This is an optimization exercise on Yosys and OpenROAD, whose aim is small area, not a production implementation.
Function was checked by simulation only, so behaviour that the tests miss may differ from the original.
Power and IR drop assume default switching activity.

==> flow/design.v, too long to show whole: its modules and the start of the top module <==
// module sync_signle_bit: 42 lines
// module sync_reset: 16 lines
// module rifl_sync_fifo: 83 lines
// module scrambler: 21 lines
// module rifl_scramble_cntrl: 143 lines
// module rifl_encode: 31 lines
// module tx_controller: 160 lines
// module rifl_shiftreg: 35 lines
// module tx_dwidth_conv: 34 lines
// module vcode_gen: 79 lines
// module rifl_tx: 102 lines
// module rx_aligner: 67 lines
// module rx_up_detector: 23 lines
// module rx_align_detector: 92 lines
// module vcode_val: 137 lines
// module rx_controller: 50 lines
// module rx_cdc: 50 lines
// module remote_fc_detector: 19 lines
// module rx_dwidth_conv: 8 lines
// module rifl_rx: 162 lines
// module tx_spatial_cb: 41 lines
// module rx_spatial_cb: 36 lines
// module rifl_core: 160 lines
// module rifl_rst_gen: 26 lines
// module tx_axis_conv: 72 lines
// module rx_axis_conv: 99 lines
// module rifl_link: 163 lines
module rifl_link #
(
    parameter int GT_WIDTH = 64,
    parameter int USER_WIDTH = 64,
    parameter int FRAME_WIDTH = 64,
    parameter int FRAME_ID_WIDTH = 6,
    parameter int FRAME_FREQ = 161
)
(
    input logic clk,
    input logic rst,
    input logic [GT_WIDTH-1:0] gt_rx_data,
    output logic [GT_WIDTH-1:0] gt_tx_data,
    input logic [USER_WIDTH-1:0] s_axis_tdata,
    input logic [USER_WIDTH/8-1:0] s_axis_tkeep,
    input logic s_axis_tlast,
    input logic s_axis_tvalid,
    output logic s_axis_tready,
    output logic [USER_WIDTH-1:0] m_axis_tdata,
    output logic [USER_WIDTH/8-1:0] m_axis_tkeep,
    output logic m_axis_tlast,
    output logic m_axis_tvalid,
    input logic m_axis_tready,
    input logic compensate,
    output logic tx_state_init,
    output logic tx_state_send_pause,
    output logic tx_state_pause,
    output logic tx_state_send_retrans,
    output logic tx_state_retrans,
    output logic tx_state_normal,
    output logic rx_up,
    output logic rx_aligned,
    output logic rx_error,
    output logic rx_pause_request,
    output logic rx_retrans_request,
    output logic local_fc,
    output logic remote_fc
);
  // ...
==> flow/run.sh <==
#!/bin/bash
# synth_recipe.tcl (not shown) runs the flow's synth.tcl, then flattens the netlist and writes it again
# the make line also repeats each setting of config.mk as NAME=value (left out here)
make -C /OpenROAD-flow-scripts/flow DESIGN_CONFIG=/design/flow/config.mk WORK_HOME=/design/flow/orfs CLKGATE_MAP_FILE= SYNTH_SCRIPT=/design/flow/synth_recipe.tcl finish
==> flow/config.mk <==
export PLATFORM = sky130hd
export DESIGN_NAME = rifl_link
export DESIGN_NICKNAME = rifl_link
export VERILOG_FILES = /design/flow/design.v
export SDC_FILE = /design/flow/constraint.sdc
export NUM_CORES = 8
export LEC_CHECK = 0
export CAP_MARGIN = 20
export CORE_MARGIN = 2
export CORE_UTILIZATION = 45
export CTS_CLUSTER_DIAMETER = 100
export CTS_CLUSTER_SIZE = 24
export SLEW_MARGIN = 20
export SYNTH_MEMORY_MAX_BITS = 16384
==> flow/constraint.sdc <==
create_clock -name core_clock -period 8.0 [get_ports {clk}]
set_input_delay 1.6000 -clock core_clock [delete_from_list [all_inputs] [get_ports {clk}]]
set_output_delay 1.6000 -clock core_clock [all_outputs]
set_load 0.01 [all_outputs]
==> impl_results.md, run 1 <==
- Lkg Pwr: 133 nW
- Clk sinks: 11400
- Total GRT Usage: between 30% and 40%
- Syn-to-layout area delta: 10.3%
- Clock net power: 32.5 mW
- Crit. End Element: register
- Setup crit end: u_rx_axis_conv.tkeep_reg[5]
- Hold depth: 0
- Status: failed layout checks
- Syn_nets: 21700
- Hold Crit Class: register to register
- Syn Area/Cell: 18.6 sq um
- Clock share of power: between 20% and 30%
- Critical-path cell list: inv_2, ha_1, or4b_2, buf_4, nor2_4, buf_4, a21oi_1, nand4_1, nor4_1, a21oi_1, buf_4, nand2_1, a211oi_1, a2bb2oi_1, o22ai_1, mux2_2, o21ai_0, nand3_1, inv_2, buf_12
- Setup crit start kind: register
- PD cells: 346 nW/um^2
- CTS Buffer Depth: 4
- Largest net degree at the start of global routing: ~210
- Fillers: 72200
- Internal: 104 mW
- Fraction of area in registers: 75.4%
- Crit-path slowest cell: or4b_2
- Violated checks: antenna rules
- Layout non-clock buf frac: 2.47%
- Finish-stage setup viols: 0
- Tcrit/Tclk final: between 90% and 100%
- Fin Setup TNS: 0 ps
- Final core utilization: between 40 and 50%
- Arrival @ worst endpoint: roughly 8000 ps
- # H-tree levels: 6
- Non-CTS buffers: 1079
- Netlist Area Pre-Place: 400000 sq um
- Remaining antenna violation count after routing: 11
- Final RePlAce weighted congestion: 1.01
- Flop+latch power: 65.5 mW
- Rel. slew slack: under 10%
- Skew-Pair Late Insertion Delay: 1260 ps
==> module tx_controller, before the edit <==
module tx_controller # (
    parameter int FRAME_WIDTH = 256,
    parameter int PAYLOAD_WIDTH = 240,
    parameter int CRC_WIDTH = 12,
    parameter int FRAME_ID_WIDTH = 8
)
(
    input logic clk,
    input logic rst,
    input logic rx_up,
    input logic rx_error,
    input logic pause_req,
    input logic retrans_req,
    input logic compensate,
    input logic local_fc,
    input logic remote_fc,
    input logic [PAYLOAD_WIDTH+1:0] rifl_tx_payload,
    output logic rifl_tx_ready,
    output logic [FRAME_WIDTH-1:0] rifl_tx_data,
    output logic [2:0] state
);
    localparam bit [15:0] IDLE_KEY = 16'h0001;
    localparam bit [15:0] PAUSE_KEY = 16'h0010;
    localparam bit [15:0] RETRANS_KEY = 16'h1000;
    localparam bit [PAYLOAD_WIDTH+3:0] IDLE_CODE = {2'b10,IDLE_KEY,{(PAYLOAD_WIDTH-14){1'b0}}};
    localparam bit [PAYLOAD_WIDTH+3:0] PAUSE_CODE = {2'b10,PAUSE_KEY,{(PAYLOAD_WIDTH-14){1'b0}}};
    localparam bit [PAYLOAD_WIDTH+3:0] RETRANS_CODE = {2'b10,RETRANS_KEY,{(PAYLOAD_WIDTH-14){1'b0}}};
    localparam bit [7:0] FC_ON_KEY = 8'h01;
    localparam bit [7:0] FC_OFF_KEY = 8'h02;
    localparam bit [PAYLOAD_WIDTH+3:0] FC_ON_CODE = {4'b0100,{{(PAYLOAD_WIDTH-8){1'b0}},FC_ON_KEY}};
    localparam bit [PAYLOAD_WIDTH+3:0] FC_OFF_CODE = {4'b0100,{{(PAYLOAD_WIDTH-8){1'b0}},FC_OFF_KEY}};
    localparam bit [2:0] INIT = 3'd0;
    localparam bit [2:0] SEND_PAUSE = 3'd1;
    localparam bit [2:0] PAUSE = 3'd2;
    localparam bit [2:0] RETRANS = 3'd3;
    localparam bit [2:0] SEND_RESTRANS = 3'd4;
    localparam bit [2:0] NORMAL = 3'd5;
    logic shiftreg_ready;
    logic retrans_data_in_vld;
    logic [PAYLOAD_WIDTH+1:0] retrans_data_in;
    logic [PAYLOAD_WIDTH+1:0] retrans_data_out;
    logic [FRAME_ID_WIDTH+1:0] retrans_counter;
    logic [FRAME_ID_WIDTH:0] rollback_counter;
    logic [FRAME_ID_WIDTH:0] resume_counter;
    logic local_fc_on;
    logic [PAYLOAD_WIDTH+3:0] rifl_tx_data_reg;
    logic [PAYLOAD_WIDTH+1:0] sr_head;
    rifl_shiftreg #(
        .PAYLOAD_WIDTH  (PAYLOAD_WIDTH),
        .FRAME_ID_WIDTH (FRAME_ID_WIDTH)
    ) u_rifl_shiftreg(
        .*,
        .enable         (retrans_data_in_vld),
        .data_in        (retrans_data_in),
        .data_out       (retrans_data_out),
        .shiftreg_ready (shiftreg_ready),
        .head           (sr_head)
    );
    always_comb begin
        if (~shiftreg_ready)
            state = INIT;
        else if (~rx_up)
            state = SEND_PAUSE;
        else if (pause_req)
            state = PAUSE;
        else if (retrans_req | (|retrans_counter))
            state = RETRANS;
        else if (rx_error)
            state = SEND_RESTRANS;
        else
            state = NORMAL;
    end
    always_ff @(posedge clk) begin
        if (rst)
            rollback_counter <= {(FRAME_ID_WIDTH+1){1'b0}};
        else if (state == NORMAL && ~rollback_counter[FRAME_ID_WIDTH] && ~compensate && ~remote_fc && ~(local_fc ^ local_fc_on))
            rollback_counter <= rollback_counter + 1'b1;
    end
    always @(posedge clk) begin
        if (rst)
            retrans_counter <= {(FRAME_ID_WIDTH+2){1'b0}};
        else if (state == RETRANS) begin
            if (retrans_counter[FRAME_ID_WIDTH+1-:3] != 3'b101)
                retrans_counter <= retrans_counter + 1'd1;
            else
                retrans_counter <= {(FRAME_ID_WIDTH+2){1'b0}};
        end
    end
    always_comb begin
        if (state == RETRANS && ~retrans_counter[FRAME_ID_WIDTH+1] && ~retrans_counter[0]) begin
            retrans_data_in = retrans_data_out;
            retrans_data_in_vld = 1'b1;
        end
        else if (state == NORMAL && ~compensate) begin
            if (~local_fc_on & local_fc) begin
                retrans_data_in = FC_ON_CODE[PAYLOAD_WIDTH+1:0];
                retrans_data_in_vld = 1'b1;
            end
            else if (local_fc_on & ~local_fc) begin
                retrans_data_in = FC_OFF_CODE[PAYLOAD_WIDTH+1:0];
                retrans_data_in_vld = 1'b1;
            end
            else if (~remote_fc & resume_counter[FRAME_ID_WIDTH]) begin
                retrans_data_in = rifl_tx_payload;
                retrans_data_in_vld = 1'b1;
            end
            else begin
                retrans_data_in = {(PAYLOAD_WIDTH+2){1'b0}};
                retrans_data_in_vld = 1'b0;
            end
        end
        else begin
            retrans_data_in = {(PAYLOAD_WIDTH+2){1'b0}};
            retrans_data_in_vld = 1'b0;
        end
    end
    always_ff @(posedge clk) begin
        if (rst)
            resume_counter <= {1'b1,{FRAME_ID_WIDTH{1'b0}}};
        else if (rx_error)
            resume_counter <= {(FRAME_ID_WIDTH+1){1'b0}};
        else if (state == NORMAL && ~resume_counter[FRAME_ID_WIDTH])
            resume_counter <= resume_counter + 1'b1;
    end
    localparam bit [1:0] C_PAUSE = 2'd0;
    localparam bit [1:0] C_IDLE = 2'd1;
    localparam bit [1:0] C_RETRANS = 2'd2;
    logic tx_is_data;
    logic [1:0] tx_code;
    logic [15:0] tx_key;
    always_ff @(posedge clk) begin
        if (rst) begin
            tx_is_data <= 1'b0;
            tx_code <= C_PAUSE;
            local_fc_on <= 1'b0;
        end
        else begin
            tx_is_data <= retrans_data_in_vld;
            if (state == INIT || state == SEND_PAUSE)
                tx_code <= C_PAUSE;
            else if (state == RETRANS || state == SEND_RESTRANS)
                tx_code <= rx_error ? C_RETRANS : C_IDLE;
            else
                tx_code <= C_IDLE;
            if (state == NORMAL && ~compensate) begin
                if (~local_fc_on & local_fc)
                    local_fc_on <= 1'b1;
                else if (local_fc_on & ~local_fc)
                    local_fc_on <= 1'b0;
            end
        end
    end
    assign tx_key = tx_code == C_PAUSE ? PAUSE_KEY : tx_code == C_RETRANS ? RETRANS_KEY : IDLE_KEY;
    assign rifl_tx_data_reg = tx_is_data ? {2'b01, sr_head} : {2'b10, tx_key, {(PAYLOAD_WIDTH-14){1'b0}}};
    assign rifl_tx_data = {rifl_tx_data_reg,{CRC_WIDTH{1'b0}}};
    assign rifl_tx_ready = state == NORMAL && 
                            ~(local_fc ^ local_fc_on) &&
                           rollback_counter[FRAME_ID_WIDTH] &&
                            ~compensate && ~remote_fc && resume_counter[FRAME_ID_WIDTH];
endmodule
==> module rifl_shiftreg, before the edit <==
module rifl_shiftreg #(
    parameter int PAYLOAD_WIDTH = 240,
    parameter int FRAME_ID_WIDTH = 8
)
(
    input logic clk,
    input logic rst,
    input logic enable,
    input logic [PAYLOAD_WIDTH+1:0] data_in,
    output logic [PAYLOAD_WIDTH+1:0] data_out,
    output logic shiftreg_ready,
    output logic [PAYLOAD_WIDTH+1:0] head
);
    localparam int DEPTH = 1 << FRAME_ID_WIDTH;
    logic [FRAME_ID_WIDTH:0] rdy_cnt;
    logic [PAYLOAD_WIDTH+1:0] shiftreg[DEPTH-1:0];
    always_ff @(posedge clk) begin
        if (rst)
            rdy_cnt <= {(FRAME_ID_WIDTH+1){1'b0}};
        else if (~shiftreg_ready)
            rdy_cnt <= rdy_cnt + 1'b1;
    end
    always_ff @(posedge clk) begin
        if (~shiftreg_ready)
            shiftreg[0] <= {2'b01,{(PAYLOAD_WIDTH+2){1'b0}}};
        else if (enable)
            shiftreg[0] <= data_in;
        if (~shiftreg_ready | enable)
            for (int i = 0; i < DEPTH-1; i++)
                shiftreg[i+1] <= shiftreg[i];
    end
    assign data_out = shiftreg[DEPTH-1];
    assign head = shiftreg[0];
    assign shiftreg_ready = rdy_cnt[FRAME_ID_WIDTH];
endmodule
==> module rifl_tx, before the edit <==
module rifl_tx #
(
    parameter int FRAME_WIDTH = 256,
    parameter int PAYLOAD_WIDTH = 240,
    parameter int GT_WIDTH = 64,
    parameter int CNT_WIDTH = 2,
    parameter int CRC_WIDTH = 12,
    parameter int CRC_POLY = 12'h02f,
    parameter int FRAME_ID_WIDTH = 8,
    parameter int SCRAMBLER_N1 = 13,
    parameter int SCRAMBLER_N2 = 33
)
(
    input logic tx_frame_clk,
    input logic tx_gt_clk,
    input logic rst,
    input logic tx_frame_rst,
    output logic [GT_WIDTH-1:0] gt_tx_data,
    input logic [PAYLOAD_WIDTH-1:0] tx_lane_tdata,
    input logic [PAYLOAD_WIDTH/8-1:0] tx_lane_tkeep,
    input logic tx_lane_tlast,
    input logic tx_lane_tvalid,
    output logic tx_lane_tready,
    input logic [CNT_WIDTH-1:0] clk_cnt,
    input logic rx_up,
    input logic rx_error,
    input logic pause_req,
    input logic retrans_req,
    input logic compensate,
    input logic local_fc,
    input logic remote_fc,
    output logic [2:0] tx_state
);
    logic [PAYLOAD_WIDTH+1:0] rifl_tx_payload;
    logic rifl_tx_ready;
    logic [FRAME_WIDTH-1:0] rifl_tx_data;
    logic sof_dwith_conv;
    logic [GT_WIDTH-1:0] dwidth_conv_data;
    logic [GT_WIDTH-1:0] scrambled_data;
    logic sof_scrambler;
    rifl_encode #(
        .PAYLOAD_WIDTH (PAYLOAD_WIDTH )
    ) u_rifl_encode(
        .tx_lane_tdata   (tx_lane_tdata   ),
        .tx_lane_tkeep   (tx_lane_tkeep   ),
        .tx_lane_tlast   (tx_lane_tlast   ),
        .tx_lane_tvalid  (tx_lane_tvalid  ),
        .tx_lane_tready  (tx_lane_tready  ),
        .rifl_tx_payload (rifl_tx_payload ),
        .rifl_tx_ready   (rifl_tx_ready   )
    );
    tx_controller #(
        .FRAME_WIDTH    (FRAME_WIDTH),
        .PAYLOAD_WIDTH  (PAYLOAD_WIDTH),
        .CRC_WIDTH      (CRC_WIDTH),
        .FRAME_ID_WIDTH (FRAME_ID_WIDTH)
    ) u_tx_controller(
        .*,
        .clk(tx_frame_clk),
        .rst(tx_frame_rst),
        .state(tx_state)
    );
    tx_dwidth_conv #(
        .DWIDTH_IN  (FRAME_WIDTH),
        .DWIDTH_OUT (GT_WIDTH),
        .CNT_WIDTH  (CNT_WIDTH)
    ) u_tx_dwidth_conv(
        .clk      (tx_gt_clk),
        .clk_cnt  (clk_cnt),
        .din      (rifl_tx_data),
        .dout     (dwidth_conv_data),
        .sof_out  (sof_dwith_conv)
    );
    rifl_scramble_cntrl #(
        .FRAME_WIDTH (FRAME_WIDTH),
        .DWIDTH      (GT_WIDTH),
        .CRC_WIDTH   (CRC_WIDTH),
        .DIRECTION   (1'b0),
        .N1          (SCRAMBLER_N1),
        .N2          (SCRAMBLER_N2)
    ) u_rifl_scramble_cntrl(
        .clk      (tx_gt_clk),
        .rst      (rst),
        .sof      (sof_dwith_conv),
        .data_in  (dwidth_conv_data),
        .sof_out  (sof_scrambler),
        .data_out (scrambled_data)
    );
    vcode_gen #(
        .FRAME_WIDTH    (FRAME_WIDTH    ),
        .DWIDTH         (GT_WIDTH       ),
        .CRC_WIDTH      (CRC_WIDTH      ),
        .CRC_POLY       (CRC_POLY       ),
        .FRAME_ID_WIDTH (FRAME_ID_WIDTH )
    ) u_vcode_gen(
    	.clk      (tx_gt_clk),
        .rst      (tx_frame_rst),
        .sof      (sof_scrambler),
        .data_in  (scrambled_data),
        .data_out (gt_tx_data)
    );
endmodule
==> module rx_aligner, before the edit <==
module rx_aligner # (
	parameter int DWIDTH = 64,
	parameter int FRAME_WIDTH = 256,
	parameter bit LITTLE_ENDIAN = 1
)
(
    input logic rst,
	input logic clk,
	input logic [DWIDTH-1:0] rxdata_unaligned_in,
	output logic [DWIDTH-1:0] rxdata_aligned_out,
	output logic sof,
	output logic rx_aligned,
	output logic rx_up
);
	localparam N_FRAME_CYCLE = FRAME_WIDTH / DWIDTH;
	localparam N_INPUT1 = 1 << ($clog2(DWIDTH)/2);
	localparam DWIDTH_IN1 = 2*DWIDTH-1; 
	localparam DWIDTH_OUT1 = 2*DWIDTH-N_INPUT1;
	localparam N_INPUT2 = 1 << ($clog2(DWIDTH) - $clog2(DWIDTH)/2);
	logic [DWIDTH-1:0] rx_data_d1;
	logic [DWIDTH-2:0] rx_data_d2;
	logic [DWIDTH-1:0] aligned_pre;
	logic p1_slide;
	logic p2_slide;
	logic [2:0] p1_selector, p2_selector, p2_selector_next;
	logic [5:0] shift;
	always_ff @(posedge clk) begin
		rx_data_d1 <= rxdata_unaligned_in;
		rx_data_d2 <= rx_data_d1[DWIDTH-1:1];
	end
	always_ff @(posedge clk) begin
		if (rst)
			p1_selector <= 3'd0;
		else if (p1_slide)
			p1_selector <= p1_selector + 1'b1;
	end
	assign p2_selector_next = rst ? 3'd0 : p2_selector + p2_slide;
	always_ff @(posedge clk)
		p2_selector <= p2_selector_next;
	assign shift = {p2_selector_next, p1_selector};
	always_ff @(posedge clk) begin
		aligned_pre <= {rx_data_d1, rx_data_d2} >> (DWIDTH-1-shift);
		rxdata_aligned_out <= aligned_pre;
	end
	rx_align_detector #(
		.N_FRAME_CYCLE (N_FRAME_CYCLE),
		.DWIDTH     (DWIDTH),
		.P1_SEL_WIDTH  ($clog2(N_INPUT1)),
		.P2_SEL_WIDTH  ($clog2(N_INPUT2))
	) rx_align_detector_inst (
		.rst(rst),
		.clk(clk),
		.rxdata_aligned(rxdata_aligned_out),
		.p1_selector(p1_selector),
		.p2_selector(p2_selector),
		.p1_slide(p1_slide),
		.p2_slide(p2_slide),
		.sof(sof),
		.rx_aligned(rx_aligned)
	);
	rx_up_detector rx_up_detector_inst (
		.rst        (rst        ),
		.clk        (clk        ),
		.rx_aligned (rx_aligned ),
		.rx_up      (rx_up      )
	);
endmodule
==> module vcode_val, before the edit <==
module vcode_val #
(
    parameter int FRAME_WIDTH = 256,
    parameter int DWIDTH = 64,
    parameter int CRC_WIDTH = 12,
    parameter int CRC_POLY = 12'h02f,
    parameter int FRAME_ID_WIDTH = 8
)
(
    input logic clk,
    input logic rst,
    input logic sof,
    input logic rx_up,
    input logic [DWIDTH-1:0] data_in,
    (* keep = "true" *) output logic crc_good_out,
    (* keep = "true" *) output logic rx_error,
    (* keep = "true" *) output logic isdata
);
    localparam bit [FRAME_ID_WIDTH-1:0] ROLLBACK_CYCLES = 'd16;
    logic [DWIDTH-1:0] data_int;
    logic [CRC_WIDTH-1:0] crc_golden;
    (* keep = "true" *) logic [FRAME_ID_WIDTH-1:0] frame_id;
    (* keep = "true" *) logic [FRAME_ID_WIDTH-1:0] frame_id_threshold;
    logic [CRC_WIDTH-1:0] crc_int_in, crc_int_out;
    (* keep = "true" *) logic [CRC_WIDTH-1:0] crc_previous;
    logic crc_good;
    always_comb begin
        crc_int_in = crc_previous;
        for (int i = 0; i < DWIDTH; i++) begin
            crc_int_out[0] = crc_int_in[CRC_WIDTH-1] ^ data_int[DWIDTH-1-i];
            for (int j = 1; j < CRC_WIDTH; j++) begin
                crc_int_out[j] = crc_int_in[j-1];
                if (CRC_POLY[j])
                    crc_int_out[j] = crc_int_out[j] ^ crc_int_out[0];
            end
            crc_int_in = crc_int_out;
        end
    end
    if (FRAME_WIDTH == DWIDTH) begin
        always_ff @(posedge clk) begin
            if (rst) begin
                frame_id <= {FRAME_ID_WIDTH{1'b0}};
                frame_id_threshold <= ROLLBACK_CYCLES;
                rx_error <= 1'b0;
            end
            else if (rx_up) begin
                if (crc_good && data_in[DWIDTH-1-:2] == 2'b01)
                    frame_id <= frame_id + 1'b1;
                else if (~crc_good)
                    frame_id <= frame_id_threshold - ROLLBACK_CYCLES;
                if (~crc_good)
                    rx_error <= 1'b1;
                else if (frame_id_threshold === (frame_id + 1'b1) && crc_good)
                    rx_error <= 1'b0;
                if (frame_id_threshold == frame_id && crc_good && data_in[DWIDTH-1-:2] == 2'b01)
                    frame_id_threshold <= frame_id_threshold + 1'b1;
            end
        end
        always_ff @(posedge clk) begin
            if (rst)
                crc_good_out <= 1'b0;
            else
                crc_good_out <= frame_id_threshold == frame_id && crc_good && data_in[DWIDTH-1-:2] == 2'b01;
        end
        always_ff @(posedge clk) begin
            if (rst)
                isdata <= 1'b0;
            else if (~rx_up)
                isdata <= 1'b0;
            else
                isdata <= data_in[DWIDTH-1-:2] == 2'b01 ? 1'b1 : 1'b0;
        end
        assign crc_previous = {CRC_WIDTH{1'b0}};
        assign data_int = {data_in[DWIDTH-1:CRC_WIDTH],{CRC_WIDTH{1'b0}}};
        assign crc_good = ~(|(crc_golden ^ crc_int_out ^ frame_id));
        assign crc_golden = data_in[CRC_WIDTH-1:0];
    end
    else begin
        localparam int CNT_WIDTH = $clog2(FRAME_WIDTH/DWIDTH) == 0 ? 1 : $clog2(FRAME_WIDTH/DWIDTH);
        localparam bit [CNT_WIDTH-1:0] TAIL_CNT = (1 << $clog2(FRAME_WIDTH/DWIDTH)) - 1;
        (* keep = "true" *) logic [CNT_WIDTH-1:0] cnt;
        always_ff @(posedge clk) begin
            if (rst)
                cnt <= 'b0;
            else if (sof & rx_up)
                cnt <= 'b1;
            else if (|cnt)
                cnt <= cnt + 1'b1;
        end
        always_ff @(posedge clk) begin
            if (rst)
                isdata <= 1'b0;
            else if (sof & rx_up)
                isdata <= data_in[DWIDTH-1-:2] == 2'b01 ? 1'b1 : 1'b0;
            else if (cnt == 'b0)
                isdata <= 1'b0;
        end
        always_ff @(posedge clk) begin
            if (rst)
                crc_previous <= {CRC_WIDTH{1'b0}};
            else if (cnt == TAIL_CNT)
                crc_previous <= {CRC_WIDTH{1'b0}};
            else if ((|cnt) || (sof & rx_up))
                crc_previous <= crc_int_out;
        end
        always_ff @(posedge clk) begin
            if (rst) begin
                frame_id <= {FRAME_ID_WIDTH{1'b0}};
                frame_id_threshold <= ROLLBACK_CYCLES;
                rx_error <= 1'b0;
            end
            else if (cnt == TAIL_CNT) begin
                if (crc_good & isdata)
                    frame_id <= frame_id + 1'b1;
                else if (~crc_good)
                    frame_id <= frame_id_threshold - ROLLBACK_CYCLES;
                if (~crc_good)
                    rx_error <= 1'b1;
                else if ((frame_id_threshold == frame_id + 1'b1) && crc_good)
                    rx_error <= 1'b0;
                if (frame_id_threshold == frame_id && crc_good && isdata)
                    frame_id_threshold <= frame_id_threshold + 1'b1;
            end
        end
        always_ff @(posedge clk) begin
            if (rst)
                crc_good_out <= 1'b0;
            else if (cnt == TAIL_CNT)
                crc_good_out <= frame_id_threshold == frame_id && crc_good;
            else
                crc_good_out <= 1'b0;
        end
        assign data_int = (cnt == TAIL_CNT) ? {data_in[DWIDTH-1:CRC_WIDTH],{CRC_WIDTH{1'b0}}} : data_in;
        assign crc_golden = data_in[CRC_WIDTH-1:0];
        assign crc_good = ~(|(crc_golden ^ crc_int_out ^ frame_id));
    end
endmodule
==> module rifl_rx, before the edit <==
module rifl_rx # 
(
    parameter int FRAME_WIDTH = 256,
    parameter int PAYLOAD_WIDTH = 240,
    parameter int GT_WIDTH = 64,
    parameter int CNT_WIDTH = 2,
    parameter int CRC_WIDTH = 12,
    parameter int CRC_POLY = 12'h02f,
    parameter int FRAME_ID_WIDTH = 8,
    parameter int SCRAMBLER_N1 = 13,
    parameter int SCRAMBLER_N2 = 33,
    parameter int FRAME_FREQ = 100
)
(
    input logic tx_frame_clk,
    input logic tx_gt_clk,
    input logic rx_gt_clk,
    input logic rst,
    input logic tx_frame_rst,
    input logic rx_frame_rst,
    input logic [CNT_WIDTH-1:0] clk_cnt,
    input logic [GT_WIDTH-1:0] gt_rx_data,
    output logic [PAYLOAD_WIDTH-1:0] rx_lane_tdata,
    output logic [PAYLOAD_WIDTH/8-1:0] rx_lane_tkeep,
    output logic rx_lane_tlast,
    output logic rx_lane_tvalid,
    input logic rx_lane_tready,
    output logic rx_aligned_tx,
    output logic rx_aligned_rx,
    output logic rx_up,
    output logic rx_error,
    output logic pause_req,
    output logic retrans_req,
    output logic local_fc,
    output logic remote_fc
);
    localparam int BUFFER_DEPTH = 1 << (FRAME_ID_WIDTH+1);
    localparam int PAUSE_ON_VAL = 2*BUFFER_DEPTH/3;
    localparam int PAUSE_OFF_VAL = BUFFER_DEPTH/3;
    localparam bit RX_BUFFER_REG = FRAME_FREQ >= 200 ? 1'b1 : 1'b0;
    logic rx_up_rx, rx_up_tx;
    logic rx_error_tx, rx_error_rx;
    logic pause_req_tx, pause_req_rx;
    logic retrans_req_tx, retrans_req_rx;
    logic [GT_WIDTH-1:0] gt_rx_data_aligned;
    logic sof_aligner;
    logic crc_good, isdata;
    logic sof_descrambler;
    logic [GT_WIDTH-1:0] descrambled_data;
    logic [PAYLOAD_WIDTH+1:0] dwidth_conv_in;
    logic dwidth_conv_in_vld;
    logic buf_wr_en;
    logic [PAYLOAD_WIDTH+1:0] buf_rd_data;
    logic buf_rd_empty;
    logic [7:0] rxbuffer_cnt;
    logic s_ready;
    rx_aligner #(
        .DWIDTH        (GT_WIDTH),
        .FRAME_WIDTH   (FRAME_WIDTH)
    ) u_rx_aligner(
        .rst                 (rx_frame_rst),
        .clk                 (rx_gt_clk),
        .rxdata_unaligned_in (gt_rx_data),
        .rxdata_aligned_out  (gt_rx_data_aligned),
        .sof                 (sof_aligner),
	    .rx_up               (rx_up_rx),
        .rx_aligned          (rx_aligned_rx)
    );
    vcode_val #(
        .FRAME_WIDTH     (FRAME_WIDTH),
        .DWIDTH          (GT_WIDTH),
        .CRC_WIDTH       (CRC_WIDTH),
        .CRC_POLY        (CRC_POLY),
        .FRAME_ID_WIDTH  (FRAME_ID_WIDTH)
    ) u_vcode_val(
        .clk          (rx_gt_clk),
        .rst          (rx_frame_rst),
        .sof          (sof_aligner),
        .rx_up        (rx_up_rx),
        .data_in      (gt_rx_data_aligned),
        .crc_good_out (crc_good),
        .rx_error     (rx_error_rx),
        .isdata       (isdata)
    );
    rifl_scramble_cntrl #(
        .FRAME_WIDTH (FRAME_WIDTH),
        .DWIDTH      (GT_WIDTH),
        .CRC_WIDTH   (CRC_WIDTH),
        .DIRECTION   (1'b1),
        .N1          (SCRAMBLER_N1),
        .N2          (SCRAMBLER_N2)
    ) u_rifl_scramble_cntrl(
        .clk      (rx_gt_clk),
        .rst      (rst),
        .sof      (sof_aligner),
        .data_in  (gt_rx_data_aligned),
        .sof_out  (sof_descrambler),
        .data_out (descrambled_data)
    );
    rx_controller u_rx_controller(
        .clk         (rx_gt_clk),
        .rst         (rx_frame_rst),
        .sof         (sof_descrambler),
        .rx_aligned  (rx_aligned_rx),
        .code        (descrambled_data[GT_WIDTH-1-:18]),
        .pause_req   (pause_req_rx),
        .retrans_req (retrans_req_rx)
    );
    logic [2:0] dly_vld;
    logic [49:0] dly_data [2:0];
    always_ff @(posedge tx_gt_clk) begin
        dly_vld <= {dly_vld[1:0], isdata & crc_good};
        dly_data[0] <= descrambled_data[GT_WIDTH-3:CRC_WIDTH];
        dly_data[1] <= dly_data[0];
        dly_data[2] <= dly_data[1];
    end
    assign dwidth_conv_in_vld = dly_vld[2];
    assign dwidth_conv_in = dly_data[2];
    remote_fc_detector u_remote_fc_detector(
        .clk          (tx_frame_clk),
        .rst          (tx_frame_rst),
        .din          (dwidth_conv_in),
        .din_valid    (dwidth_conv_in_vld),
        .remote_fc    (remote_fc)
    );
    rx_dwidth_conv u_rx_dwidth_conv(
        .din      (dwidth_conv_in),
        .din_valid(dwidth_conv_in_vld),
        .wr_en    (buf_wr_en)
    );
    rifl_sync_fifo #(
        .DWIDTH (PAYLOAD_WIDTH+2),
        .NSLOT  (144)
    ) u_rx_buffer(
        .clk      (tx_frame_clk),
        .rst      (tx_frame_rst),
        .wr_data  (dwidth_conv_in),
        .wr_en    (buf_wr_en),
        .rd_en    (rx_lane_tready),
        .rd_data  (buf_rd_data),
        .rd_empty (buf_rd_empty),
        .fifo_cnt (rxbuffer_cnt)
    );
    assign rx_lane_tvalid = ~buf_rd_empty;
    assign rx_lane_tlast = buf_rd_data[PAYLOAD_WIDTH+1];
    assign rx_lane_tdata = buf_rd_data[PAYLOAD_WIDTH-1:0];
    for (genvar i = 0; i < PAYLOAD_WIDTH/8; i++)
        assign rx_lane_tkeep[PAYLOAD_WIDTH/8-1-i] = buf_rd_data[PAYLOAD_WIDTH] || buf_rd_data[7:0] > i;
    rx_cdc u_rx_cdc(.*);
    always_ff @(posedge tx_frame_clk) begin
        if (tx_frame_rst)
            local_fc <= 1'b0;
        else if (rxbuffer_cnt > PAUSE_ON_VAL)
            local_fc <= 1'b1;
        else if (rxbuffer_cnt < PAUSE_OFF_VAL)
            local_fc <= 1'b0;
    end
    assign rx_up = rx_up_tx;
    assign rx_error = rx_error_tx;
    assign pause_req = pause_req_tx;
    assign retrans_req = retrans_req_tx;
endmodule
==> inputs of run 2 (changes only) <==
--- a/flow/design.v
+++ b/flow/design.v
@@ -358,6 +358,10 @@
     input logic [PAYLOAD_WIDTH+1:0] rifl_tx_payload,
     output logic rifl_tx_ready,
-    output logic [FRAME_WIDTH-1:0] rifl_tx_data,
-    output logic [2:0] state
+    output logic [2:0] state,
+    output logic tx_is_data,
+    output logic [1:0] tx_code,
+    output logic [PAYLOAD_WIDTH+1:0] sr_head,
+    output logic [PAYLOAD_WIDTH+1:0] sr_next,
+    output logic sr_shift
 );
     localparam bit [15:0] IDLE_KEY = 16'h0001;
@@ -385,6 +389,4 @@
     logic [FRAME_ID_WIDTH:0] resume_counter;
     logic local_fc_on;
-    logic [PAYLOAD_WIDTH+3:0] rifl_tx_data_reg;
-    logic [PAYLOAD_WIDTH+1:0] sr_head;
     rifl_shiftreg #(
         .PAYLOAD_WIDTH  (PAYLOAD_WIDTH),
@@ -396,6 +398,8 @@
         .data_out       (retrans_data_out),
         .shiftreg_ready (shiftreg_ready),
-        .head           (sr_head)
+        .head           (sr_head),
+        .next           (sr_next)
     );
+    assign sr_shift = ~shiftreg_ready | retrans_data_in_vld;
     always_comb begin
         if (~shiftreg_ready)
@@ -467,7 +471,4 @@
     localparam bit [1:0] C_IDLE = 2'd1;
     localparam bit [1:0] C_RETRANS = 2'd2;
-    logic tx_is_data;
-    logic [1:0] tx_code;
-    logic [15:0] tx_key;
     always_ff @(posedge clk) begin
         if (rst) begin
@@ -492,7 +493,4 @@
         end
     end
-    assign tx_key = tx_code == C_PAUSE ? PAUSE_KEY : tx_code == C_RETRANS ? RETRANS_KEY : IDLE_KEY;
-    assign rifl_tx_data_reg = tx_is_data ? {2'b01, sr_head} : {2'b10, tx_key, {(PAYLOAD_WIDTH-14){1'b0}}};
-    assign rifl_tx_data = {rifl_tx_data_reg,{CRC_WIDTH{1'b0}}};
     assign rifl_tx_ready = state == NORMAL && 
                             ~(local_fc ^ local_fc_on) &&
@@ -511,5 +509,6 @@
     output logic [PAYLOAD_WIDTH+1:0] data_out,
     output logic shiftreg_ready,
-    output logic [PAYLOAD_WIDTH+1:0] head
+    output logic [PAYLOAD_WIDTH+1:0] head,
+    output logic [PAYLOAD_WIDTH+1:0] next
 );
     localparam int DEPTH = 1 << FRAME_ID_WIDTH;
@@ -533,4 +532,5 @@
     assign data_out = shiftreg[DEPTH-1];
     assign head = shiftreg[0];
+    assign next = shiftreg[1];
     assign shiftreg_ready = rdy_cnt[FRAME_ID_WIDTH];
 endmodule
@@ -684,11 +684,14 @@
     output logic [2:0] tx_state
 );
+    localparam bit [15:0] IDLE_KEY = 16'h0001;
+    localparam bit [15:0] PAUSE_KEY = 16'h0010;
+    localparam bit [15:0] RETRANS_KEY = 16'h1000;
+    localparam int NARROW = FRAME_WIDTH-2-CRC_WIDTH;
     logic [PAYLOAD_WIDTH+1:0] rifl_tx_payload;
     logic rifl_tx_ready;
-    logic [FRAME_WIDTH-1:0] rifl_tx_data;
-    logic sof_dwith_conv;
-    logic [GT_WIDTH-1:0] dwidth_conv_data;
-    logic [GT_WIDTH-1:0] scrambled_data;
-    logic sof_scrambler;
+    logic tx_is_data;
+    logic [1:0] tx_code;
+    logic [PAYLOAD_WIDTH+1:0] sr_head, sr_next;
+    logic sr_shift;
     rifl_encode #(
         .PAYLOAD_WIDTH (PAYLOAD_WIDTH )
@@ -713,29 +716,34 @@
         .state(tx_state)
     );
-    tx_dwidth_conv #(
-        .DWIDTH_IN  (FRAME_WIDTH),
-        .DWIDTH_OUT (GT_WIDTH),
-        .CNT_WIDTH  (CNT_WIDTH)
-    ) u_tx_dwidth_conv(
-        .clk      (tx_gt_clk),
-        .clk_cnt  (clk_cnt),
-        .din      (rifl_tx_data),
-        .dout     (dwidth_conv_data),
-        .sof_out  (sof_dwith_conv)
-    );
-    rifl_scramble_cntrl #(
-        .FRAME_WIDTH (FRAME_WIDTH),
-        .DWIDTH      (GT_WIDTH),
-        .CRC_WIDTH   (CRC_WIDTH),
-        .DIRECTION   (1'b0),
-        .N1          (SCRAMBLER_N1),
-        .N2          (SCRAMBLER_N2)
-    ) u_rifl_scramble_cntrl(
-        .clk      (tx_gt_clk),
-        .rst      (rst),
-        .sof      (sof_dwith_conv),
-        .data_in  (dwidth_conv_data),
-        .sof_out  (sof_scrambler),
-        .data_out (scrambled_data)
+    logic is_data_d;
+    logic [1:0] code_d;
+    logic shift_d;
+    logic rst_d1, rst_d2;
+    logic [15:0] key_d;
+    logic [1:0] frame_hdr;
+    logic [NARROW-1:0] frame_narrow;
+    logic [NARROW-1:0] scrambled;
+    logic [SCRAMBLER_N2-1:0] scrambler_state;
+    always_ff @(posedge tx_gt_clk) begin
+        is_data_d <= tx_is_data;
+        code_d <= tx_code;
+        shift_d <= sr_shift;
+        rst_d1 <= rst;
+        rst_d2 <= rst_d1;
+    end
+    assign key_d = code_d == 2'd0 ? PAUSE_KEY : code_d == 2'd2 ? RETRANS_KEY : IDLE_KEY;
+    assign frame_hdr = is_data_d ? 2'b01 : 2'b10;
+    assign frame_narrow = is_data_d ? (shift_d ? sr_next : sr_head) : {key_d, {(NARROW-16){1'b0}}};
+    assign scrambler_state = rst_d2 ? {SCRAMBLER_N2{1'b0}} : gt_tx_data[CRC_WIDTH+SCRAMBLER_N2-1:CRC_WIDTH];
+    scrambler #(
+        .DWIDTH(NARROW),
+        .DIRECTION(1'b0),
+        .N1(SCRAMBLER_N1),
+        .N2(SCRAMBLER_N2)
+    ) u_scrambler (
+        .scrambler_in  (scrambler_state),
+        .data_in       (frame_narrow),
+        .data_out      (scrambled),
+        .scrambler_out ()
     );
     vcode_gen #(
@@ -748,6 +756,6 @@
     	.clk      (tx_gt_clk),
         .rst      (tx_frame_rst),
-        .sof      (sof_scrambler),
-        .data_in  (scrambled_data),
+        .sof      (1'b1),
+        .data_in  ({frame_hdr, scrambled, {CRC_WIDTH{1'b0}}}),
         .data_out (gt_tx_data)
     );
@@ -764,4 +772,5 @@
 	input logic [DWIDTH-1:0] rxdata_unaligned_in,
 	output logic [DWIDTH-1:0] rxdata_aligned_out,
+	output logic [DWIDTH-1:0] rxdata_aligned_next,   
 	output logic sof,
 	output logic rx_aligned,
@@ -794,8 +803,23 @@
 		p2_selector <= p2_selector_next;
 	assign shift = {p2_selector_next, p1_selector};
+	logic [DWIDTH+30:0] sh5;
+	logic [DWIDTH+14:0] sh4;
+	logic [DWIDTH+6:0] sh3;
+	logic [DWIDTH+2:0] sh2;
+	logic [DWIDTH:0] sh1;
+	logic [DWIDTH-1:0] sh0;
+	logic [2*DWIDTH-2:0] window;
+	assign window = {rx_data_d1, rx_data_d2};
+	assign sh5 = shift[5] ? window[DWIDTH+30:0] : window[DWIDTH+62:32];
+	assign sh4 = shift[4] ? sh5[DWIDTH+14:0] : sh5[DWIDTH+30:16];
+	assign sh3 = shift[3] ? sh4[DWIDTH+6:0] : sh4[DWIDTH+14:8];
+	assign sh2 = shift[2] ? sh3[DWIDTH+2:0] : sh3[DWIDTH+6:4];
+	assign sh1 = shift[1] ? sh2[DWIDTH:0] : sh2[DWIDTH+2:2];
+	assign sh0 = shift[0] ? sh1[DWIDTH-1:0] : sh1[DWIDTH:1];
 	always_ff @(posedge clk) begin
-		aligned_pre <= {rx_data_d1, rx_data_d2} >> (DWIDTH-1-shift);
+		aligned_pre <= sh0[DWIDTH-1:0];
 		rxdata_aligned_out <= aligned_pre;
 	end
+	assign rxdata_aligned_next = aligned_pre;
 	rx_align_detector #(
 		.N_FRAME_CYCLE (N_FRAME_CYCLE),
@@ -951,4 +975,5 @@
     input logic rx_up,
     input logic [DWIDTH-1:0] data_in,
+    input logic [DWIDTH-1:0] data_next,      
     (* keep = "true" *) output logic crc_good_out,
     (* keep = "true" *) output logic rx_error,
@@ -1009,8 +1034,11 @@
                 isdata <= data_in[DWIDTH-1-:2] == 2'b01 ? 1'b1 : 1'b0;
         end
+        logic [CRC_WIDTH-1:0] crc_syndrome;
+        always_ff @(posedge clk)
+            crc_syndrome <= crc_golden ^ crc_int_out;
         assign crc_previous = {CRC_WIDTH{1'b0}};
-        assign data_int = {data_in[DWIDTH-1:CRC_WIDTH],{CRC_WIDTH{1'b0}}};
-        assign crc_good = ~(|(crc_golden ^ crc_int_out ^ frame_id));
-        assign crc_golden = data_in[CRC_WIDTH-1:0];
+        assign data_int = {data_next[DWIDTH-1:CRC_WIDTH],{CRC_WIDTH{1'b0}}};
+        assign crc_good = ~(|(crc_syndrome ^ frame_id));
+        assign crc_golden = data_next[CRC_WIDTH-1:0];
     end
     else begin
@@ -1249,5 +1277,5 @@
     logic pause_req_tx, pause_req_rx;
     logic retrans_req_tx, retrans_req_rx;
-    logic [GT_WIDTH-1:0] gt_rx_data_aligned;
+    logic [GT_WIDTH-1:0] gt_rx_data_aligned, gt_rx_data_aligned_next;
     logic sof_aligner;
     logic crc_good, isdata;
@@ -1269,4 +1297,5 @@
         .rxdata_unaligned_in (gt_rx_data),
         .rxdata_aligned_out  (gt_rx_data_aligned),
+        .rxdata_aligned_next (gt_rx_data_aligned_next),
         .sof                 (sof_aligner),
 	    .rx_up               (rx_up_rx),
@@ -1285,4 +1314,5 @@
         .rx_up        (rx_up_rx),
         .data_in      (gt_rx_data_aligned),
+        .data_next    (gt_rx_data_aligned_next),
         .crc_good_out (crc_good),
         .rx_error     (rx_error_rx),
==> flow/flow/run.sh (new file) <==
#!/bin/bash
# Layout flow: the standard layout (standard.sh) with three changes.
#  1. Synthesis maps the logic with an area-oriented ABC script
#     (flow/abc_area.script) in place of ORFS's delay-oriented one; everything
#     else in synth_recipe.tcl is unchanged, so the registers are the same.
#  2. Clock tree synthesis clusters up to 28 sinks within 90 um per leaf
#     buffer and inserts no dummy loads.
#  3. After global routing, antennas are repaired once more with a margin
#     (flow/grt_antenna.tcl), so that detailed routing leaves fewer of them.
# make's output, with every tool's log, goes to flow_make.log; ORFS keeps each
# step's log under orfs/logs/.
set -euo pipefail
W=$(pwd)
cat > "$W/flow_synth.tcl" <<EOT
proc abc {args} {
  set i [lsearch -exact \$args -script]
  if {\$i >= 0} { lset args [expr {\$i + 1}] {$W/flow/abc_area.script} }
  yosys abc {*}\$args
}
source {$W/synth_recipe.tcl}
EOT
sed "s#SYNTH_SCRIPT=[^ ]*#SYNTH_SCRIPT=$W/flow_synth.tcl#" standard.sh > flow_standard.sh
grep -q "SYNTH_SCRIPT=$W/flow_synth.tcl" flow_standard.sh
export CTS_ARGS="-sink_clustering_enable -repair_clock_nets -sink_clustering_size 28 -sink_clustering_max_diameter 90 -dont_use_dummy_load"
export POST_GLOBAL_ROUTE_TCL="$W/flow/grt_antenna.tcl"
bash flow_standard.sh > flow_make.log 2>&1
==> flow/flow/abc_area.script (new file) <==
&get -n
&st
&dc2
&dch
&nf -R 1000
&put
==> flow/flow/grt_antenna.tcl (new file) <==
repair_antennas -ratio_margin 60 -iterations 5
check_placement -verbose
==> flow/standard.sh (new file) <==
#!/bin/bash
# synth_recipe.tcl (not shown) runs the flow's synth.tcl, then flattens the netlist and writes it again
# the make line also repeats each setting of config.mk as NAME=value (left out here)
make -C /OpenROAD-flow-scripts/flow DESIGN_CONFIG=/design/flow/config.mk WORK_HOME=/design/flow/orfs CLKGATE_MAP_FILE= SYNTH_SCRIPT=/design/flow/synth_recipe.tcl "${@:-finish}"
--- a/flow/config.mk
+++ b/flow/config.mk
@@ -8,7 +8,5 @@
 export CAP_MARGIN = 20
 export CORE_MARGIN = 2
-export CORE_UTILIZATION = 45
-export CTS_CLUSTER_DIAMETER = 100
-export CTS_CLUSTER_SIZE = 24
+export CORE_UTILIZATION = 30
 export SLEW_MARGIN = 20
 export SYNTH_MEMORY_MAX_BITS = 16384
removed: flow/run.sh
==> run 2 against run 1 <==
Net effect:
- fails the layout checks on slew limit
- global-route usage shrank 13 points
- clock skew is 110 ps higher
- wire length decreased by 11%
- sequential cell count is 47 lower
- utilization is 16 points lower
- setup slack got worse by 340 ps
- via count shrank 9.0%
- total power rose by 14%
- synthesized cell count shrank 12%
- fmax shrank 4.5%
- combinational power rose by 48%
- critical path type unchanged
- largest power group is now combinational cells
- highest routed layer unchanged
==> impl_results.md, run 2 <==
- Row count: 416 (was 346)
- Clk sinks: 11300 (was 11400)
- Tcrit/Tclk final: 95.6% (was 91.3%)
- Largest delay contributor family on the critical path: simple AND/OR/NAND/NOR gates (unchanged)
- TritonCTS Buffers: 475 (was 553)
- Total grt overflow: 0 (unchanged)
- # DRC: 0 (unchanged)
- # H-tree levels: 5 (was 6)
- Total Nets Final: 20700 (was 22300)
- Final wirelength: 1370 mm (was 1540 mm)
- Die width: 1.14 mm (was 947 microns)
- Final RePlAce weighted congestion: 0.953 (was 1.01)
- Ports: 294 (unchanged)
- Area of the multi-input gates: 54500 sq um (was 65100 sq um)
- Most frequent cells in the layout: edfxtp_1 (10500), a222oi_1 (1286), a22oi_1 (958) (was edfxtp_1 (10500), a22oi_1 (2859), nand2_1 (1333))
- Most common cell after layout, fill and taps aside: edfxtp_1 (unchanged)
- Rel. slew slack: -0.811% (was 8.93%)
- Total GRT Usage: 20.1% (was 32.8%)
- Placed Cells incl. Taps: 37100 (was 33400)
- Yosys warnings: 23 (was 24)
- Critical-path cell list: clkinv_1, ha_1, nor2b_1, nand2_1, nor2_4, a22oi_1, nand2_1, nor4_1, nand3_1, nor4_2, buf_4, nor2_1, o21bai_1, buf_4, a211oi_1, or2_4, buf_12, buf_12, buf_12 (was inv_2, ha_1, or4b_2, buf_4, nor2_4, buf_4, a21oi_1, nand4_1, nor4_1, a21oi_1, buf_4, nand2_1, a211oi_1, a2bb2oi_1, o22ai_1, mux2_2, o21ai_0, nand3_1, inv_2, buf_12)
- Status: failed layout checks (unchanged)
- Root Driver: clkbuf_16 (unchanged)
- Layout Cells excl Fill: 38700 (was 34800)
- Arrival @ worst endpoint: 8240 ps (was 8130 ps)
- First-pass detailed-route iteration total: 14 (was 13)
- Routed len/inst: 35.4 microns (was 44.1 microns)
- Via density: 5.80 (was 7.09)
- Violated checks: slew limit (was antenna rules)
- Fillers: 120000 (was 72200)
- Remaining antenna violation count after routing: 0 (was 11)
- IO buf count: 293 (unchanged)
- Post_cts resized: 0 (unchanged)
- Worst slew pin tran: 1510 ps (was 1360 ps)
- Req. time, crit path: 8600 ps (was 8830 ps)
- Final core utilization: 33.8% (was 49.8%)
- Pins Over Slew Limit: 8 (was 0)
- Initial core utilization: 30.1% (was 45.1%)
- Crit-path slowest cell: nor2_4 (was or4b_2)
- Reg area: 332000 sq um (was 333000 sq um)
- First-pass GRT wire length: 1790 mm (was 1980 mm)
- Number of max-cap violations: 0 (unchanged)
- Netlist Area Pre-Place: 386000 sq um (was 400000 sq um)
- DP HPWL: 858 mm (was 929 mm)
- Die height: 1.14 mm (was 947 microns)
- CTS clk-pin slew, worst paths: 110 ps (was 100 ps)
- Core area: 1280000 sq um (was 887000 sq um)
- Finish-stage setup viols: 0 (unchanged)
- Crit Path Class: register to register (unchanged)
- Min Tclk post-route: 7650 ps (was 7310 ps)
- Syn-to-layout area delta: 12.4% (was 10.3%)
- Crit-path max FO: 187 (was 29)
- Crit. End Element: register (unchanged)
- Lkg Pwr: 123 nW (was 133 nW)
- Largest net degree at the start of global routing: 202 (was 209)
- Final worst setup slack: 353 ps (was 695 ps)
- Syn_nets: 19000 (was 21700)
- Synth Instances: 18800 (was 21500)
- Maximum clock rate: 131 MHz (was 137 MHz)
- Worst path most repeated cell: buf_12 (was buf_4)
- Skew-Pair Late Insertion Delay: 1240 ps (was 1260 ps)
- Max stage delay on crit path: 1210 ps (was 1110 ps)
- Setup WS pre-CTS: 735 ps (was 1000 ps)
- Worst-case clock skew: 238 ps (was 130 ps)
- Routed vias: 224000 (was 247000)
- Die area: 1300000 sq um (was 897000 sq um)
- Share of cells above drive strength 1: 7.60% (was 8.73%)
- Setup crit start kind: register (unchanged)
- Syn Area/Cell: 20.5 sq um (was 18.6 sq um)
- Post-cts hold buffer count: 0 (unchanged)
- Initial antenna violation count: 221 (was 267)
- Number of global-route vias before repair: 198000 (was 213000)
- Worst VDD drop: 3500 uV (was 4220 uV)
- Fin Setup TNS: 0 ps (unchanged)
- WP buf/inv: 6 (unchanged)
- Hold Crit Class: register to register (unchanged)
- Post-CTS Setup Inserts: 0 (unchanged)
- Endpoints failing hold: 0 (unchanged)
- TritonCTS clock tree: done (unchanged)
- PD cells: 404 nW/um^2 (was 346 nW/um^2)
- CTS Buffer Depth: 5 (was 4)
- DRT iter0 DRCs: 65800 (was 58900)
[run 2: layer usage]
layer	GRT usage, %	wire, microns	vias up
met5	0.187	778	-
met4	8.65	67100	86
met3	8.12	250000	3447
met2	28.0	561000	23000
met1	27.6	490000	114000
li1	-	-	84000
[run 2: cell type report]
cell class | instances | area share [%]
sequential | 11300 | 76.6
multi-input combinational | 7380 | 12.6
tap | 17100 | 4.94
clock buffer | 475 | 2.74
timing repair buffer | 1127 | 2.41
antenna | 1118 | 0.645
inverter | 145 | 0.126
[run 2: where the power goes]
part / internal [mW] / switching (mW) / total (mW)
Clock: 10.6 / 17.4 / 28.1
Combinational: 37.7 / 43.8 / 81.5
Sequential: 64.9 / 0.544 / 65.5
Total: 113 / 61.7 / 175
[run 2: worst paths after layout]
path            start       end  slack, ps  cells past startpoint
min reg2reg  register  register        240                      0
max          register  register        350                     19
min          register  register        240                      0
max reg2reg  register  register        350                     19
[run 2: metrics by stage]
stage / total power [mW] / cell area (sq um) / hold WS (ps)
after CTS: 175 / 431000 / 263
after detailed placement: 149 / 419000 / 312
after floorplan: 132 / 386000 / 310
after global placement: 147 / 419000 / 310
final: 175 / 434000 / 244
==> inputs of run 3 (changes only) <==
--- a/flow/flow/run.sh
+++ b/flow/flow/run.sh
@@ -7,5 +7,6 @@
 #     buffer and inserts no dummy loads.
 #  3. After global routing, antennas are repaired once more with a margin
-#     (flow/grt_antenna.tcl), so that detailed routing leaves fewer of them.
+#     (flow/grt_antenna.tcl), so that detailed routing leaves fewer of them,
+#     and max slew and capacitance are repaired again after it.
 # make's output, with every tool's log, goes to flow_make.log; ORFS keeps each
 # step's log under orfs/logs/.
==> flow/flow/grt_antenna.tcl (replaced) <==
repair_antennas -ratio_margin 40 -iterations 5
check_placement -verbose
estimate_parasitics -placement
repair_design_helper
global_route -start_incremental
detailed_placement
global_route -end_incremental -congestion_report_file $::env(REPORTS_DIR)/congestion_post_antenna_margin.rpt
check_placement -verbose
--- a/flow/config.mk
+++ b/flow/config.mk
@@ -8,5 +8,5 @@
 export CAP_MARGIN = 20
 export CORE_MARGIN = 2
-export CORE_UTILIZATION = 30
+export CORE_UTILIZATION = 35
 export SLEW_MARGIN = 20
 export SYNTH_MEMORY_MAX_BITS = 16384
==> run 3 against run 2 <==
Net effect:
- the run now fails in detailed routing
- global-route usage grew 3.2 points
- synthesized area is the same
- synthesized cell count did not move
==> impl_results.md, run 3 <==
- Status: aborted with a tool error (was failed layout checks)
- Last stage reached: detailed routing
- Err: Error: detail_route.tcl, 8 Global routing failed, run `make gui_grt` and load /design/flow/orfs/reports/sky130hd/rifl_link/base/congestion.rpt  in DRC viewer to view c...
- Total grt overflow: 0 (unchanged)
- Final RePlAce weighted congestion: 0.964 (was 0.953)
- Number of global-route vias before repair: 201000 (was 198000)
- First-pass GRT wire length: 1780 mm (was 1790 mm)
- Placed Cells incl. Taps: 34800 (was 37100)
- Post-cts hold buffer count: 0 (unchanged)
- Post_cts resized: 1 (was 0)
- Die width: 1.05 mm (was 1.14 mm)
- Post-GRT worst EP: u_rifl_core.genblk1[0].u_rifl_tx.u_vcode_gen.data_out[5]$_DFF_P_/D
- Syn Area/Cell: 20.5 sq um (unchanged)
- Root Driver: clkbuf_16 (unchanged)
- Yosys warnings: 23 (unchanged)
- Largest net degree at the start of global routing: 205 (was 202)
- Initial antenna violation count: 155 (was 221)
- Synth Instances: 18800 (unchanged)
- Initial core utilization: 35.1% (was 30.1%)
- TritonCTS Buffers: 490 (was 475)
- Syn_nets: 19000 (unchanged)
- DP HPWL: 867 mm (was 858 mm)
- Total GRT Usage: 23.3% (was 20.1%)
- Die height: 1.05 mm (was 1.14 mm)
- Row count: 385 (was 416)
- IO buf count: 293 (unchanged)
- Netlist Area Pre-Place: 386000 sq um (unchanged)
- Ports: 294 (unchanged)
- CTS Buffer Depth: 5 (unchanged)
- Post-CTS Setup Inserts: 0 (unchanged)
- Placed Area: 417000 sq um (was 419000 sq um)
- Worst endpoint type: sequential cell input
- # H-tree levels: 5 (unchanged)
- Clk sinks: 11300 (unchanged)
[run 3: metal layers]
metal and GRT usage, %:
met5 0.425, met4 13.0, met3 8.68, met2 33.1, met1 30.8
[run 3: stage by stage]
stage	setup WS [ps]	total power [mW]	hold WS [ps]
after floorplan	-78290	132	310
after global placement	-362	145	312
after detailed placement	-203	147	312
after CTS	232	173	288
[run 3: how the worst max path moves through the flow]
stage,end,cells after the start
floorplan,register,4
global placement,u_rx_axis_conv.tdata_reg[42],21
detailed placement,u_rx_axis_conv.tdata_reg[26],21
CTS,u_rx_axis_conv.tdata_reg[14],21
[run 3: power groups by stage]
| stage | logic, mW | registers, mW | clock network [mW] |
|---|---|---|---|
| 2_1_floorplan | 65.0 | 66.6 | 0 |
| 3_3_place_gp | 77.9 | 66.7 | 0 |
| 3_5_place_dp | 79.8 | 66.8 | 0 |
| 4_1_cts | 78.9 | 65.4 | 28.9 |
==> inputs of run 4 (changes only) <==
--- a/flow/config.mk
+++ b/flow/config.mk
@@ -8,5 +8,6 @@
 export CAP_MARGIN = 20
 export CORE_MARGIN = 2
-export CORE_UTILIZATION = 35
+export CORE_UTILIZATION = 30
+export SETUP_SLACK_MARGIN = 0.3
 export SLEW_MARGIN = 20
 export SYNTH_MEMORY_MAX_BITS = 16384
==> run 4 against run 3 <==
Net effect:
- the flow again stops in detailed routing
- synthesized area unchanged
- global-route usage down 3.2 points
- synthesized cell count unchanged
==> impl_results.md, run 4 <==
- Last stage reached: detailed routing (unchanged)
- Ports: 294 (unchanged)
- Post-cts hold buffer count: 0 (unchanged)
- Worst endpoint type: sequential cell input (unchanged)
- Number of global-route vias before repair: 198000 (was 201000)
- Syn_nets: 19000 (unchanged)
- Status: aborted with a tool error (unchanged)
- Err: Error: detail_route.tcl, 8 Global routing failed, run `make gui_grt` and load /design/flow/orfs/reports/sky130hd/rifl_link/base/congestion.rpt  in DRC viewer to view c... (unchanged)
- Post-GRT worst EP: u_rifl_core.genblk1[0].u_rifl_tx.u_vcode_gen.data_out[3]$_DFF_P_/D (was u_rifl_core.genblk1[0].u_rifl_tx.u_vcode_gen.data_out[5]$_DFF_P_/D)
- Placed Cells incl. Taps: 37100 (was 34800)
- Die width: 1.14 mm (was 1.05 mm)
- IO buf count: 293 (unchanged)
- Post-CTS Setup Inserts: 0 (unchanged)
- Initial antenna violation count: 221 (was 155)
- CTS Buffer Depth: 5 (unchanged)
- Root Driver: clkbuf_16 (unchanged)
- Total grt overflow: 0 (unchanged)
- Netlist Area Pre-Place: 386000 sq um (unchanged)
- First-pass GRT wire length: 1790 mm (was 1780 mm)
- Die height: 1.14 mm (was 1.05 mm)
- Post_cts resized: 0 (was 1)
- Initial core utilization: 30.1% (was 35.1%)
- Setup WS pre-CTS: 735 ps (was -203 ps)
- Row count: 416 (was 385)
- Final RePlAce weighted congestion: 0.953 (was 0.964)
- Total GRT Usage: 20.1% (was 23.3%)
- Placed Area: 419000 sq um (was 417000 sq um)
- Synth Instances: 18800 (unchanged)
- Largest net degree at the start of global routing: 202 (was 205)
- DP HPWL: 858 mm (was 867 mm)
- Clk sinks: 11300 (unchanged)
- TritonCTS Buffers: 475 (was 490)
- # H-tree levels: 5 (unchanged)
- Syn Area/Cell: 20.5 sq um (unchanged)
- Yosys warnings: 23 (unchanged)
==> run 4: worst max path at each step <==
stage | start | cells past startpoint | slack [ps] | endpoint
floorplan | compensate | 4 | -78290 | register
global placement | u_rifl_core.genblk1[0].u_rifl_tx.is_data_d | 24 | 360 | register
detailed placement | u_rifl_core.genblk1[0].u_rifl_tx.is_data_d | 24 | 730 | register
CTS | u_rifl_core.genblk1[0].u_rifl_tx.is_data_d | 24 | 570 | register
==> run 4: power groups by stage <==
stage | sequential, mW | combinational (mW) | clock, mW
floorplan | 66.6 | 65.0 | 0
global placement | 66.8 | 79.9 | 0
detailed placement | 66.8 | 82.2 | 0
CTS | 65.4 | 81.4 | 28.4
==> run 4: layer usage <==
layer	global-route usage (%)
met3	8.12
met5	0.187
met2	28.0
met4	8.65
met1	27.6

## afterwards: timing with drivers on the ports
In the flow no input, the clock included, has a driving cell. The finished layouts below were timed again as built, in two steps. Step 1 assumes that a clkbuf_16 drives the clock port and a buf_2 every other input. Step 2 adds t to the input delays and takes it off the output delays; t is the mean of the earliest and latest rising clock arrival at the registers after step 1. Input paths then give back, and output paths get back, about the clock's delay inside the block. Three values: ideal ports, drivers, drivers and shift; two values: the first two.
run	t, ns	setup slack, ns	clock arrival spread, ns	worst data-port slew with drivers (ns)	cell pins on the clock port's net
run 1	1.349	0.695 / 0.695 / 0.695	0.134 / 0.135	0.17	1
run 2	1.253	0.353 / 0.353 / 0.353	0.272 / 0.273	0.19	1
